Source: an optimization exercise on an open RTL-to-GDS flow (aim: small area, a short achievable clock period and few clock cycles per item). Production flows keep margins and buffers that such runs may drop.
Only simulation tests tie the RTL to the original design; equivalence was not proved.
Power is estimated from default activity; no workload was simulated.

## JAM
module JAM (
input              CLK,
input              RST,
output logic [2:0] W,
output logic [2:0] J,
input        [6:0] Cost,
output logic [3:0] MatchCount,
output logic [8:0] MinCost,
output logic       Valid
);
clock: 10.0 ns
lec_check: 0
abc_area: 1
cap_margin: 20
core_margin: 2
core_utilization: 40
cts_buf_list: sky130_fd_sc_hd__clkbuf_8
cts_cluster_size: 30
setup_slack_margin: 5
slew_margin: 20
run.sh (not shown) runs the stock make flow with config.mk's settings and CLKGATE_MAP_FILE= SYNTH_SCRIPT=/design/flow/synth_recipe.tcl, a recipe that flattens the netlist after the stock synthesis.
The starting point went through all stages and came out clean.
Testbench counts at the start, summed over its fixed seeds: cycles 4,803, jobs 24.
==> next run, changes <==
- CTS_BUF_LIST: sky130_fd_sc_hd__clkbuf_8 -> default
- CTS_CLUSTER_SIZE: 30 -> default
Clock skew is lower by 11 ps.
Routed wire length came out higher by 0.59%.
Worst setup slack gets worse by 35 ps.
Clock-buffer cell count came out lower by 27.
Power rises by 2.6%.
Hold slack is worse by 3.3 ps.
Fmax shrinks by 0.71%.
First-iteration DRC count climbs by 3.3%.
Final area goes up by 0.87%.
Combinational power stays flat.
Sequential power barely changes.

* * *

## run A
JAM, a different RTL version from the one above (not shown whole).
Size: ~2800 cells after synthesis, about 610 flip-flops, about 29 I/O pins, ~33000 µm² of cells after synthesis.
==> flow/config.mk <==
export PLATFORM = sky130hd
export DESIGN_NAME = JAM
export DESIGN_NICKNAME = JAM
export VERILOG_FILES = /design/flow/design.v
export SDC_FILE = /design/flow/constraint.sdc
export NUM_CORES = 4
export LEC_CHECK = 0
export CAP_MARGIN = 20
export CORE_MARGIN = 2
export CORE_UTILIZATION = 65
export SETUP_SLACK_MARGIN = 5
export SLEW_MARGIN = 20
==> flow/constraint.sdc <==
create_clock -name core_clock -period 10.0 [get_ports {CLK}]
set_input_delay 2.0000 -clock core_clock [delete_from_list [all_inputs] [get_ports {CLK}]]
set_output_delay 2.0000 -clock core_clock [all_outputs]
set_load 0.01 [all_outputs]
Run A: all stages complete, timing, DRC and antenna checks passed
Testbench counts of run A, summed over its fixed seeds: cycles 6,631, jobs 24.
Input changes introduced in run B (baseline for comparison: run A):
# run A
export LEC_CHECK = 0
export CAP_MARGIN = 20
export CORE_MARGIN = 2
export CORE_UTILIZATION = 65
export SETUP_SLACK_MARGIN = 5
export SLEW_MARGIN = 20
create_clock -name core_clock -period 10.0 [get_ports {CLK}]
# run B
export LEC_CHECK = 0
export CAP_MARGIN = 20
export CORE_MARGIN = 2
export CORE_UTILIZATION = 40
export SETUP_SLACK_MARGIN = 5
export SLEW_MARGIN = 20
create_clock -name core_clock -period 10.0 [get_ports {CLK}]
Notes after the runs:
Utilization run A -> run B: down. Summary — proportion of power drawn by flip-flops and latches, run B relative to run A: lower, by 1.6 points. Maximum frequency from static timing analysis went up slightly going from run A to run B. Taking run A as the reference, in run B count of non-CTS inverters in the layout neither gained nor lost much; met1 track utilization from global routing lost 18 points; critical path depth lost 5; number of placed cells counting well taps picked up an extra 390.

* * *

== pine ==
JAM, a different RTL version from the one above (not shown whole).
Size: roughly 3400 cells after synthesis, about 590 flip-flops, about 29 I/O pins, about 31000 µm² of cells after synthesis.
Settings: LEC_CHECK=0, ABC_AREA=1, CAP_MARGIN=20, CORE_MARGIN=2, CORE_UTILIZATION=40, SETUP_SLACK_MARGIN=5, SLEW_MARGIN=20; clock period 10.0 ns.
Testbench counts of pine, summed over its fixed seeds: cycles 5,407, jobs 24.
diff inputs: pine => cedar
# pine
export LEC_CHECK = 0
export ABC_AREA = 1
export CAP_MARGIN = 20
export CORE_MARGIN = 2
export CORE_UTILIZATION = 40
export SETUP_SLACK_MARGIN = 5
export SLEW_MARGIN = 20
create_clock -name core_clock -period 10.0 [get_ports {CLK}]
# cedar
export LEC_CHECK = 0
export CAP_MARGIN = 20
export CORE_MARGIN = 2
export CORE_UTILIZATION = 40
export SETUP_SLACK_MARGIN = 5
export SLEW_MARGIN = 20
create_clock -name core_clock -period 10.0 [get_ports {CLK}]
==> run notes <==
- Cmp cedar and pine / global-route usage / higher: cedar
- Row hold slack: cedar higher / pine lower
- Diff pine -> cedar: worst setup slack fell 63 ps, post-route core utilization rose 0.85 points.
- Between cedar and pine, the initial core utilization figures differ only marginally.

* * *

## job 101
JAM with an RTL version that a note above also has.
For scale: about 3,800 cells after synthesis, about 620 flip-flops, roughly 33,000 um^2 of cells after synthesis.
==> flow/config.mk <==
export PLATFORM = sky130hd
export DESIGN_NAME = JAM
export DESIGN_NICKNAME = JAM
export VERILOG_FILES = /design/flow/design.v
export SDC_FILE = /design/flow/constraint.sdc
export NUM_CORES = 4
export LEC_CHECK = 0
export ABC_AREA = 1
export CAP_MARGIN = 20
export CORE_MARGIN = 2
export CORE_UTILIZATION = 40
export CTS_BUF_LIST = sky130_fd_sc_hd__clkbuf_4
export CTS_CLUSTER_SIZE = 20
export SETUP_SLACK_MARGIN = 5
export SLEW_MARGIN = 20
==> flow/constraint.sdc <==
create_clock -name core_clock -period 10.0 [get_ports {CLK}]
set_input_delay 2.0000 -clock core_clock [delete_from_list [all_inputs] [get_ports {CLK}]]
set_output_delay 2.0000 -clock core_clock [all_outputs]
set_load 0.01 [all_outputs]
Job 101 went all the way through the flow, and no timing, DRC or antenna check failed.
Testbench counts of job 101, summed over its fixed seeds: cycles 4,803, jobs 24.
Modified inputs, job 102 compared to job 101
- a deleted CTS_CLUSTER_SIZE that had been 20
- a deleted CTS_BUF_LIST that had been sky130_fd_sc_hd__clkbuf_4
- a change of CAP_MARGIN from 20 to 0
- a change of SLEW_MARGIN from 20 to 0
## What came out
- Largest incremental delay on the critical path: lower on job 101
- Going from job 101 to job 102, design area grew slightly.
- Job 102 has insertion delay to the later sink of the worst-skew pair below what job 101 had.
- The combinational cell fraction of total power reported for job 102 is smaller than that of job 101 by 0.4 points.
- Net count reported at finish for job 102: 95 down relative to job 101
- Highest metal layer with signal wires: met5 -> job 102, met4 -> job 101
- On number of unique standard cell types used by synthesis, job 102 and job 101 are neck and neck.

## afterwards: timing with drivers on the ports
The results above use ideal ports. As a check the final layouts listed here were re-extracted and re-timed, cells and wires unchanged.
Step 1, drivers: a clkbuf_16 drives CLK and a buf_2 each remaining input, both assumed.
Step 2 times the ports against the registers' clock, not the clock port: input delays grow and output delays shrink by t, the midpoint of the rising clock arrivals with the driver on.
Slacks: ideal ports / drivers / drivers and shift; pairs: ideal ports / drivers.
run | t (ns) | setup slack, ns | hold WS [ns] | worst data-port slew with drivers (ns)
the first run of note 1 | 0.786 | 5.152 / 5.152 / 4.448 | 0.324 / 0.324 / 0.324 | 0.05
the second run of note 1 | 0.685 | 5.117 / 5.117 / 4.612 | 0.321 / 0.321 / 0.321 | 0.05
run A | 0.700 | 5.126 / 5.126 / 4.569 | 0.322 / 0.322 / 0.322 | 0.03
run B | 0.683 | 5.146 / 5.146 / 4.524 | 0.324 / 0.324 / 0.324 | 0.03
pine | 0.676 | 5.129 / 5.129 / 4.591 | 0.309 / 0.309 / 0.309 | 0.04
cedar | 0.683 | 5.067 / 5.067 / 4.539 | 0.323 / 0.323 / 0.323 | 0.03
job 101 | 1.123 | 5.178 / 5.178 / 4.165 | 0.319 / 0.319 / 0.319 | 0.05
job 102 | 0.685 | 5.154 / 5.154 / 4.606 | 0.321 / 0.321 / 0.321 | 0.05
After both steps setup and hold are still met in every run listed. The setup slack of job 101, which loses most, moves by 0.000 ns with the drivers and by -1.013 ns with both steps.
